Background: an optimization exercise with open tools, aiming at small area, a short achievable clock period and few clock cycles per item. Do not read the settings as production practice. Only simulation tests tie the RTL to the original design; equivalence was not proved. No activity file was given, so power comes from the tool's default toggle rates.

[run.sh]
#!/bin/bash
# synth_recipe.tcl (not shown) runs the flow's synth.tcl, then flattens the netlist and writes it again
# the make line also repeats each setting of config.mk as NAME=value (left out here)
make -C /OpenROAD-flow-scripts/flow DESIGN_CONFIG=/design/flow/config.mk WORK_HOME=/design/flow/orfs CLKGATE_MAP_FILE= SYNTH_SCRIPT=/design/flow/synth_recipe.tcl finish
[design.v]
module Skid #(
    parameter DW = 24
) (
    input  logic clk,
    input  logic rst,
    input  logic [DW-1:0] s_axis_tdata,
    input  logic s_axis_tvalid,
    output logic s_axis_tready,
    output logic [DW-1:0] m_axis_tdata,
    output logic m_axis_tvalid,
    input  logic m_axis_tready
);
logic [DW-1:0] skid_tdata;
logic skid_tvalid;
assign s_axis_tready = !skid_tvalid;
always @(posedge clk) begin
    if (skid_tvalid && (!m_axis_tvalid || m_axis_tready)) begin
        skid_tvalid <= 0;
    end
    if ((s_axis_tvalid && s_axis_tready) && (m_axis_tvalid && !m_axis_tready)) begin
        skid_tdata <= s_axis_tdata;
        skid_tvalid <= 1;
    end
    if (rst) begin
        skid_tvalid <= 0;
    end
end
always @(posedge clk) begin
    if (m_axis_tvalid && m_axis_tready) begin
        m_axis_tvalid <= 0;
    end
    if ((skid_tvalid || s_axis_tvalid) && (!m_axis_tvalid || m_axis_tready)) begin
        m_axis_tdata <= skid_tvalid ? skid_tdata : s_axis_tdata;
        m_axis_tvalid <= 1;
    end
    if (rst) begin
        m_axis_tvalid <= 0;
    end
end
endmodule
module macc_core #(
    parameter ADW = 24,
    parameter BDW = 18,
    parameter ODW = 48
) (
    input  logic clk,
    input  logic rst,
    input  logic ce,
    input  logic sload,
    input  logic signed [ADW-1:0] a,
    input  logic signed [BDW-1:0] b,
    output logic signed [ODW-1:0] accum_o
);
localparam MDW = ADW + BDW;
logic signed [ADW-1:0] a_reg;
logic signed [BDW-1:0] b_reg;
logic sload_reg;
logic signed [MDW-1:0] mult_reg;
logic signed [ODW-1:0] adder_out, old_result;
always_comb begin
    if (sload_reg) begin
        old_result = 0;
    end else begin
        old_result = adder_out;
    end
end
always @(posedge clk) begin
    if (ce) begin
        a_reg <= a;
        b_reg <= b;
        mult_reg <= a_reg * b_reg;
        sload_reg <= sload;
        /*verilator lint_off WIDTHEXPAND*/
        adder_out <= old_result + $signed(mult_reg);
        /*verilator lint_on WIDTHEXPAND*/
    end
    if (rst) begin
        a_reg <= 0;
        b_reg <= 0;
        mult_reg <= 0;
        sload_reg <= 0;
        adder_out <= 0;
    end
end
assign accum_o = adder_out;
endmodule
module Macc #(
    parameter ADW = 24,
    parameter BDW = 18,
    parameter ODW = 48
) (
    input  logic clk,
    input  logic rst,
    input  logic signed [ADW-1:0] s_axis_atdata,
    input  logic signed [BDW-1:0] s_axis_btdata,
    input  logic s_axis_tvalid,
    output logic s_axis_tready,
    input  logic s_axis_tlast,
    output logic signed [ODW-1:0] m_axis_tdata,
    output logic m_axis_tvalid,
    input  logic m_axis_tready
);
logic signed [ADW-1:0] skid_atdata;
logic signed [BDW-1:0] skid_btdata;
logic skid_tvalid, skid_tready, skid_tlast;
Skid #(
    .DW(ADW + BDW + 1)
) skid_i (
    .clk,
    .rst,
    .s_axis_tdata({s_axis_atdata, s_axis_btdata, s_axis_tlast}),
    .s_axis_tvalid,
    .s_axis_tready,
    .m_axis_tdata({skid_atdata, skid_btdata, skid_tlast}),
    .m_axis_tvalid(skid_tvalid),
    .m_axis_tready(skid_tready)
);
logic macc_sload;
logic signed [ADW-1:0] macc_a;
logic signed [BDW-1:0] macc_b;
logic signed [ODW-1:0] macc_accum;
macc_core #(
    .ADW(ADW),
    .BDW(BDW),
    .ODW(ODW)
) macc_core_i (
    .clk,
    .rst,
    .ce(1'b1),
    .sload(macc_sload),
    .a(macc_a),
    .b(macc_b),
    .accum_o(macc_accum)
);
assign skid_tready = !m_axis_tvalid || m_axis_tready;
localparam LATENCY = 4;
logic [2:0] latency_ctr;
logic sload_r, sload_r2;
always @(posedge clk) begin
    if (m_axis_tvalid && m_axis_tready) begin
        m_axis_tvalid <= 0;
    end
    if (latency_ctr > 0) begin
        latency_ctr <= latency_ctr - 1;
        if (latency_ctr == 1) begin
            m_axis_tdata <= macc_accum;
            m_axis_tvalid <= 1;
        end
    end
    macc_a <= 0;
    macc_b <= 0;
    sload_r <= 0;
    sload_r2 <= sload_r;
    macc_sload <= sload_r2;
    if (skid_tvalid && skid_tready) begin
        macc_a <= skid_atdata;
        macc_b <= skid_btdata;
        sload_r <= skid_tlast;
        if (skid_tlast) begin
            latency_ctr <= LATENCY;
        end
    end
    if (rst) begin
        m_axis_tvalid <= 0;
        m_axis_tdata <= 0;
        latency_ctr <= 0;
        macc_a <= 0;
        macc_b <= 0;
        sload_r <= 0;
        sload_r2 <= 0;
        macc_sload <= 0;
    end
end
endmodule
module WbRegs #(
    parameter CFGAW = 32,
    parameter CFGDW = 32,
    parameter REGW = 32,
    parameter N_CTL = 32,
    parameter SIGN_EXTEND = 1
) (
    input  logic clk,
    /*verilator lint_off UNUSED*/
    input  logic rst,
    /*verilator lint_on UNUSED*/
    input  logic cyc_i,
    input  logic stb_i,
    input  logic we_i,
    output logic ack_o,
    output logic stall_o,
    /*verilator lint_off UNUSED*/
    input  logic [CFGAW-1:0] addr_i,
    /*verilator lint_on UNUSED*/
    input  logic signed [CFGDW-1:0] data_i,
    output logic signed [CFGDW-1:0] data_o,
    output logic [N_CTL*REGW-1:0] ctl_regs
);
assign stall_o = 0;
logic signed [REGW-1:0] regs [N_CTL];
generate
    for (genvar i = 0; i < N_CTL; i = i + 1) begin : flat
        assign ctl_regs[i*REGW +: REGW] = regs[i];
    end
endgenerate
logic signed [REGW-1:0] do_r;
/*verilator lint_off WIDTHEXPAND*/
assign data_o = SIGN_EXTEND != 0 ? CFGDW'($signed(do_r)) : {{(CFGDW-REGW){1'b0}}, do_r};
/*verilator lint_on WIDTHEXPAND*/
always @(posedge clk) begin
    ack_o <= cyc_i & stb_i;
    if (cyc_i && stb_i) begin
        if (we_i && addr_i < N_CTL) begin
            regs[addr_i] <= data_i[REGW-1:0];
        end else begin
            do_r <= addr_i < N_CTL ? regs[addr_i] : '0;
        end
    end
end
endmodule
module iir_core #(
    parameter DW = 24,
    parameter COEFW = 18,
    parameter COEFQ = 16,
    parameter ORDER = 2,
    localparam N = (ORDER+1)*2
) (
    input  logic clk,
    input  logic rst,
    input  logic signed [DW-1:0] s_axis_tdata,
    input  logic s_axis_tvalid,
    output logic s_axis_tready,
    output logic signed [DW-1:0] m_axis_tdata,
    output logic m_axis_tvalid,
    input  logic m_axis_tready,
    input  logic [N*COEFW-1:0] coefs
);
localparam NX = ORDER + 1;
localparam IDW = $clog2(N + 1);
localparam MW = DW + COEFW;
localparam ACCUMW = MW + $clog2(N);
logic signed [DW-1:0] skid_tdata;
logic skid_tvalid, skid_tready;
Skid #(.DW(DW)) skid_i (
    .clk,
    .rst,
    .s_axis_tdata,
    .s_axis_tvalid,
    .s_axis_tready,
    .m_axis_tdata(skid_tdata),
    .m_axis_tvalid(skid_tvalid),
    .m_axis_tready(skid_tready)
);
logic signed [DW-1:0] macc_atdata;
logic macc_tvalid, macc_tready, macc_tlast;
logic signed [COEFW-1:0] macc_btdata;
logic signed [ACCUMW-1:0] accum_tdata;
logic signed [COEFW-1:0] fraction_save;
assign fraction_save = {{(COEFW-COEFQ){1'b0}}, accum_tdata[COEFQ-1:0]};
/*verilator lint_off WIDTHTRUNC*/
assign m_axis_tdata = $signed(accum_tdata >> COEFQ);
/*verilator lint_on WIDTHTRUNC*/
Macc #(
    .ADW(DW),
    .BDW(COEFW),
    .ODW(ACCUMW)
) macc_i (
    .clk,
    .rst,
    .s_axis_atdata(macc_atdata),
    .s_axis_btdata(macc_btdata),
    .s_axis_tvalid(macc_tvalid),
    .s_axis_tready(macc_tready),
    .s_axis_tlast(macc_tlast),
    .m_axis_tdata(accum_tdata),
    .m_axis_tvalid(m_axis_tvalid),
    .m_axis_tready(m_axis_tready)
);
logic signed [DW-1:0] state_vars [N];
logic signed [COEFW-1:0] coefs_adj [N];
generate
    for (genvar i = 0; i < N; i = i + 1) begin : adjusted_coefficients
        if (i < NX) begin : x_coefs
            assign coefs_adj[i] = coefs[i*COEFW +: COEFW];
        end else if (i == NX) begin : fraction_save_coefficient
            assign coefs_adj[i] = fraction_save;
        end else begin : y_coefs
            assign coefs_adj[i] = -coefs[i*COEFW +: COEFW];
        end
    end
endgenerate
logic [IDW-1:0] state_id;
logic busy;
assign skid_tready = !busy && (!m_axis_tvalid || m_axis_tready);
always @(posedge clk) begin
    if (m_axis_tvalid && m_axis_tready) begin
        busy <= 0;
        state_vars[NX] <= m_axis_tdata;  
    end
    if (macc_tvalid && macc_tready) begin
        macc_tvalid <= 0;
        macc_tlast <= 0;
        if (state_id < IDW'(N)) begin
            state_id <= state_id + 1;
            macc_atdata <= state_vars[state_id];
            macc_btdata <= coefs_adj[state_id];
            macc_tvalid <= 1;
            if (state_id == IDW'(N-1)) begin
                macc_tlast <= 1;
            end
        end
    end
    if (skid_tvalid && skid_tready) begin
        busy <= 1;  
        state_vars[0] <= skid_tdata;
        for (int i = 1; i < N; i = i + 1) begin
            state_vars[i] <= state_vars[i-1];
            if (i == NX) begin
                state_vars[i] <= 1;  
            end
        end
        macc_atdata <= skid_tdata;
        macc_btdata <= coefs_adj[0];
        macc_tvalid <= 1;
        macc_tlast <= 0;
        state_id <= 1;
    end
    if (rst) begin
        state_id <= 0;
        busy <= 0;
        macc_tvalid <= 0;
        macc_tlast <= 0;
        for (int i = 0; i < N; i = i + 1) begin
            state_vars[i] <= 0;
        end
    end
end
endmodule
module IIR #(
    parameter DW = 24,
    parameter CFGAW = 32,
    parameter CFGDW = 32,
    parameter COEFW = 18,
    parameter COEFQ = 16,
    parameter ORDER = 6,
    parameter STAGE_ORDER = 2
) (
    input  logic clk,
    input  logic rst,
    input  logic signed [DW-1:0] s_axis_tdata,
    input  logic s_axis_tvalid,
    output logic s_axis_tready,
    output logic signed [DW-1:0] m_axis_tdata,
    output logic m_axis_tvalid,
    input  logic m_axis_tready,
    input  logic cyc_i,
    input  logic stb_i,
    input  logic we_i,
    output logic ack_o,
    output logic stall_o,
    input  logic [CFGAW-1:0] addr_i,
    input  logic signed [CFGDW-1:0] data_i,
    output logic signed [CFGDW-1:0] data_o
);
localparam N_STAGES = ORDER / STAGE_ORDER;
localparam COEF_PER_STAGE = 2 * (STAGE_ORDER + 1);
localparam N = N_STAGES * COEF_PER_STAGE;
logic [N*COEFW-1:0] coefs;
WbRegs #(
    .CFGAW(CFGAW),
    .CFGDW(CFGDW),
    .REGW(COEFW),
    .N_CTL(N),
    .SIGN_EXTEND(1)
) wb_regs_i (
    .clk,
    .rst,
    .cyc_i,
    .stb_i,
    .we_i,
    .ack_o,
    .stall_o,
    .addr_i,
    .data_i,
    .data_o,
    .ctl_regs(coefs)
);
generate
    logic signed [DW-1:0] sos_tdata [N_STAGES+1];
    logic sos_tvalid[N_STAGES+1], sos_tready[N_STAGES+1];
    assign sos_tdata[0] = s_axis_tdata;
    assign sos_tvalid[0] = s_axis_tvalid;
    assign s_axis_tready = sos_tready[0];
    assign m_axis_tdata = sos_tdata[N_STAGES];
    assign m_axis_tvalid = sos_tvalid[N_STAGES];
    assign sos_tready[N_STAGES] = m_axis_tready;
    for (genvar i = 0; i < N_STAGES; i = i + 1) begin : second_order_stages
        iir_core #(
            .DW(DW),
            .COEFW(COEFW),
            .COEFQ(COEFQ),
            .ORDER(STAGE_ORDER)
        ) iir_core_i (
            .clk,
            .rst,
            .s_axis_tdata(sos_tdata[i]),
            .s_axis_tvalid(sos_tvalid[i]),
            .s_axis_tready(sos_tready[i]),
            .m_axis_tdata(sos_tdata[i+1]),
            .m_axis_tvalid(sos_tvalid[i+1]),
            .m_axis_tready(sos_tready[i+1]),
            .coefs(coefs[i*COEF_PER_STAGE*COEFW +: COEF_PER_STAGE*COEFW])
        );
    end
endgenerate
endmodule
[config.mk]
export PLATFORM = sky130hd
export DESIGN_NAME = IIR
export DESIGN_NICKNAME = IIR
export VERILOG_FILES = /design/flow/design.v
export SDC_FILE = /design/flow/constraint.sdc
export NUM_CORES = 4
export LEC_CHECK = 0
export CAP_MARGIN = 20
export CORE_MARGIN = 2
export CORE_UTILIZATION = 40
export SLEW_MARGIN = 20
[constraint.sdc]
create_clock -name core_clock -period 8.0 [get_ports {clk}]
set_input_delay 1.6000 -clock core_clock [delete_from_list [all_inputs] [get_ports {clk}]]
set_output_delay 1.6000 -clock core_clock [all_outputs]
set_load 0.01 [all_outputs]
==> impl_results.md <==
- Largest cells by area after synthesis: edfxtp_1, fa_1, dfxtp_1, nand2_1, ha_1
- Chain of cells forming the critical path: nand2_1, fa_1, fa_1, fa_1, fa_1, inv_1, fa_1, inv_1, fa_1, inv_1, ha_1, a21oi_1, o211ai_1, o21ai_0, a31oi_1, a41o_1, a21oi_1, o21ai_0, a21oi_1, nor4b_1, or3b_2
- R2r setup slk: 570 ps
- Sum of overflow across all layers after global routing: 0
- Summed negative setup slack over all endpoints: 0 ps
- Effective utilization at floorplan: 40.14%
- Die boundary height: 579.5 µm
- Number of search-and-repair iterations in the first detailed-routing pass: 8
- Clk slew on worst S/H paths: 60 ps
- Path depth of the worst reg2reg path: 21
- Post-CTS setup-driven buffer insertion count: 0
- Detail Route Antenna Nets: 0
- Remaining routing DRC violations: 0
- Final hold vios: 0
- FFs w/ async S/R, synth: 0%
- Hold_buf cts: 0
- Width of the die: 579.5 µm
- Number of buffers created by CTS: 226
- Status: complete, no violations
- Leading area contributor after synthesis: edfxtp_1
- Worst slew margin relative to its limit: 22.43%
- Final worst-path cycle share: 92.90%
- Per-cell via count in the routed design: 5.161
- Port Buffer Count: 139
- Setup clock skew after layout: 144.8 ps
- Clock latency reported for the late side of the worst-skew pair: 940 ps
- Layout overhead on the synthesized area: 11.46%
- Worst Setup Path Type: reg -> reg
- Number of vias in the routed layout: 88700
- Number of maximum-capacitance constraint violations: 0
- I/O pin count: 155
- CP required: 8730 ps
- Endpoint arrival time on the critical path: 8160 ps
- Total Nets Final: 14390
- Hold WC Path Type: reg -> reg
- Syn Std Cell Area: 132500 µm²
- Maximum clock frequency: 134.6 MHz
- Endpoints failing setup: 0
- Final design area excluding fillers: 147600 µm²
- Synth Flop Type: edfxtp_1
- Clock sink total: 2221
- Synth Instances: 12440
- Post-cts resize count: 0
- Standby leakage power: 60.21 nW
- Delay of the slowest cell on the worst path: 1020 ps
- Maximum number of pins on one net before global-route repair: 191
- Post-synth top area share: 25.44%
- Mean routed wirelength per cell: 20.31 µm
- Capturing element type of the critical path: register
- Die area: 335800 µm²
- Maximum net fanout on the critical path: 24
- Initial DRC count: 7380
- Buffers from clock root to sink, at most: 3
- Number of placement rows: 211
- Unrepaired setup endpoints after global routing: no
- Power density cells: 171.0 nW/µm²
- Buffer type at the clock tree root: clkbuf_16
- Global-route usage over all layers: 20.95%
- Mean cell area of the mapped netlist: 10.65 µm²
- Crit path top cell by count: fa_1
- Worst slew pin tran: 1164 ps
- Final core occ: 44.74%
- Sequential-to-total area share from yosys stat: 42.05%
- Most common cell in the netlist: nand2_1
- Max Transition Viols Final: 0
- Number of H-tree levels: 4
- Via count of the first global-routing pass: 89620
- Layout cell share with drive strength beyond 1: 8.914%
- Total detailed-routing wirelength: 349000 µm
- Initial antenna violation count: 15
- Count of flip-flops with a built-in enable after synthesis: 1122
- Number of flip-flops in the largest register: 576
- Yosys synthesis warning count: 15
- Most frequent cells after synthesis: nand2_1, inv_1, fa_1, edfxtp_1, dfxtp_1
- Area of the placeable core: 330000 µm²
- Registers with the highest flip-flop counts: wb_regs_i.regs x576, second_order_stages.iir_core_i.state_vars x432
- TritonCTS clock tree: done
- Cell with the largest stage delay on the worst path: dfxtp_1
- Register with the most flip-flops: wb_regs_i.regs
- Post-detailed-placement half-perimeter wirelength: 253800 µm
- Worst-case hold slack: 376.0 ps
- Synthesized flop and latch total: 2221
- Shortest period the worst path allows: 7432 ps
- Count of distinct cell types in the synthesized netlist: 81
- Kind of start point of the critical path: register
- Instance area at placement: 139800 µm²
- Gpl congestion: 0.9006
- Hold depth: 1
- First-pass GRT wire length: 541000 µm
- Final total power: 25.24 mW
- Maximum vdd ir drop: 0.2334 mV
-- final cells by class --
cell class	count	area, µm²
flip-flops and latches	2221	55700
fillers	31200	182400
multi-input cells	8262	69590
diodes	9	22.52
repair buffers	400	3422
clock buffers	304	6406
inverters	1494	5608
well taps	4366	5463
clock inverters	130	1419
-- worst max-delay path by stage --
stage,startpoint,end,cells past startpoint
2_1_floorplan,register,register,25
3_3_place_gp,register,register,23
3_5_place_dp,register,register,23
4_1_cts,register,register,23
5_1_grt,register,register,23
6_report,register,register,21
-- cells in the final DEF, fill, tap and decap left out, drive strengths merged, types with 41 or more instances in the layout --
cell type / synthesis / layout
a21o: 158 / 158
a21oi: 788 / 788
a221o: 74 / 74
a221oi: 91 / 91
a222oi: 52 / 52
a22oi: 60 / 60
a31oi: 43 / 43
and2: 572 / 572
buf: 83 / 265
clkbuf: 627 / 305
clkdlybuf4s50: 0 / 134
clkinv: 1 / 96
conb: 1 / 253
dfxtp: 1099 / 1099
edfxtp: 1122 / 1122
fa: 1236 / 1236
ha: 456 / 456
inv: 1493 / 1505
mux2: 283 / 283
mux4: 144 / 144
nand2: 2069 / 2069
nand2b: 77 / 77
nand3: 41 / 41
nor2: 344 / 344
nor2b: 353 / 353
nor3: 121 / 121
o21a: 42 / 42
o21ai: 338 / 338
xnor2: 195 / 195
xor2: 108 / 108
-- report_power, final --
group | internal, mW | switching [mW]
Clock | 6.20 | 4.66
Sequential | 12.4 | 0.166
Combinational | 0.573 | 1.30
Total | 19.1 | 6.12
-- routing by layer --
metal | GRT usage (%) | vias up | share of wire, %
met1 | 29.59 | 44560 | 45
met5 | 0 | - | 0.0054
met3 | 3.495 | 482 | 6.9
li1 | - | 41010 | -
met2 | 33.13 | 2652 | 46
met4 | 6.053 | 4 | 2.9
-- worst max-delay path: cells and delay by family, from the launching register on --
kind	cells	cell delay, ps
and+or+nand+nor	3	730
DFF	1	1020
buffers and inverters	3	140
AOI/OAI and AO/OA	8	1850
adders and majority gates	7	3460
-- logic make-up (layout without fill, tap and decap cells) --
| logic type | Yosys count | count (layout) | share of synthesized area [%] |
|---|---|---|---|
| buffers and inverters | 2204 | 2328 | 6.357 |
| and+or+nand+nor | 3763 | 3763 | 13.16 |
| DFF | 2221 | 2221 | 42.05 |
| AOI/OAI and AO/OA | 1822 | 1822 | 8.576 |
| xor gates and xnor gates | 303 | 303 | 2.003 |
| muxes | 429 | 429 | 4.869 |
| adders and majority gates | 1692 | 1692 | 22.99 |
| other | 1 | 262 | 0.002831 |
-- metrics by stage --
step           setup slack [ps]  instances
2_1_floorplan              1484      12690
3_3_place_gp              591.7      16740
3_5_place_dp              618.3      16740
4_1_cts                   533.5      17180
5_1_grt                   100.1      17180
6_report                  567.9      17190
Testbench counts, summed over its fixed seeds: cycles 26,840, items 2,048.

## re-timing with driven ports
How much do the figures lean on ideal ports? The routed layout below was timed once more, with nothing changed but the port constraints. Step 1 (the two cells are an assumption about what drives the block):
set clk [get_ports {clk}]
set_driving_cell -lib_cell sky130_fd_sc_hd__clkbuf_16 $clk
set_driving_cell -lib_cell sky130_fd_sc_hd__buf_2 [delete_from_list [all_inputs] $clk]
Step 2 times the ports against the registers' clock, not the clock port: input delays grow and output delays shrink by t, the midpoint of the rising clock arrivals with the driver on. Slacks: ideal ports / drivers / drivers and shift; pairs: ideal ports / drivers.
shift t [ns]: 0.968
setup WS [ns]: 0.568 / 0.568 / 0.568
worst setup path after step 2: register to register
clock arrival spread, ns: 0.147 / 0.147
worst data-port slew with drivers (ns): 0.24
After both steps setup and hold are still met in this run. The setup slack of this run moves by 0.000 ns with the drivers and by 0.000 ns with both steps.
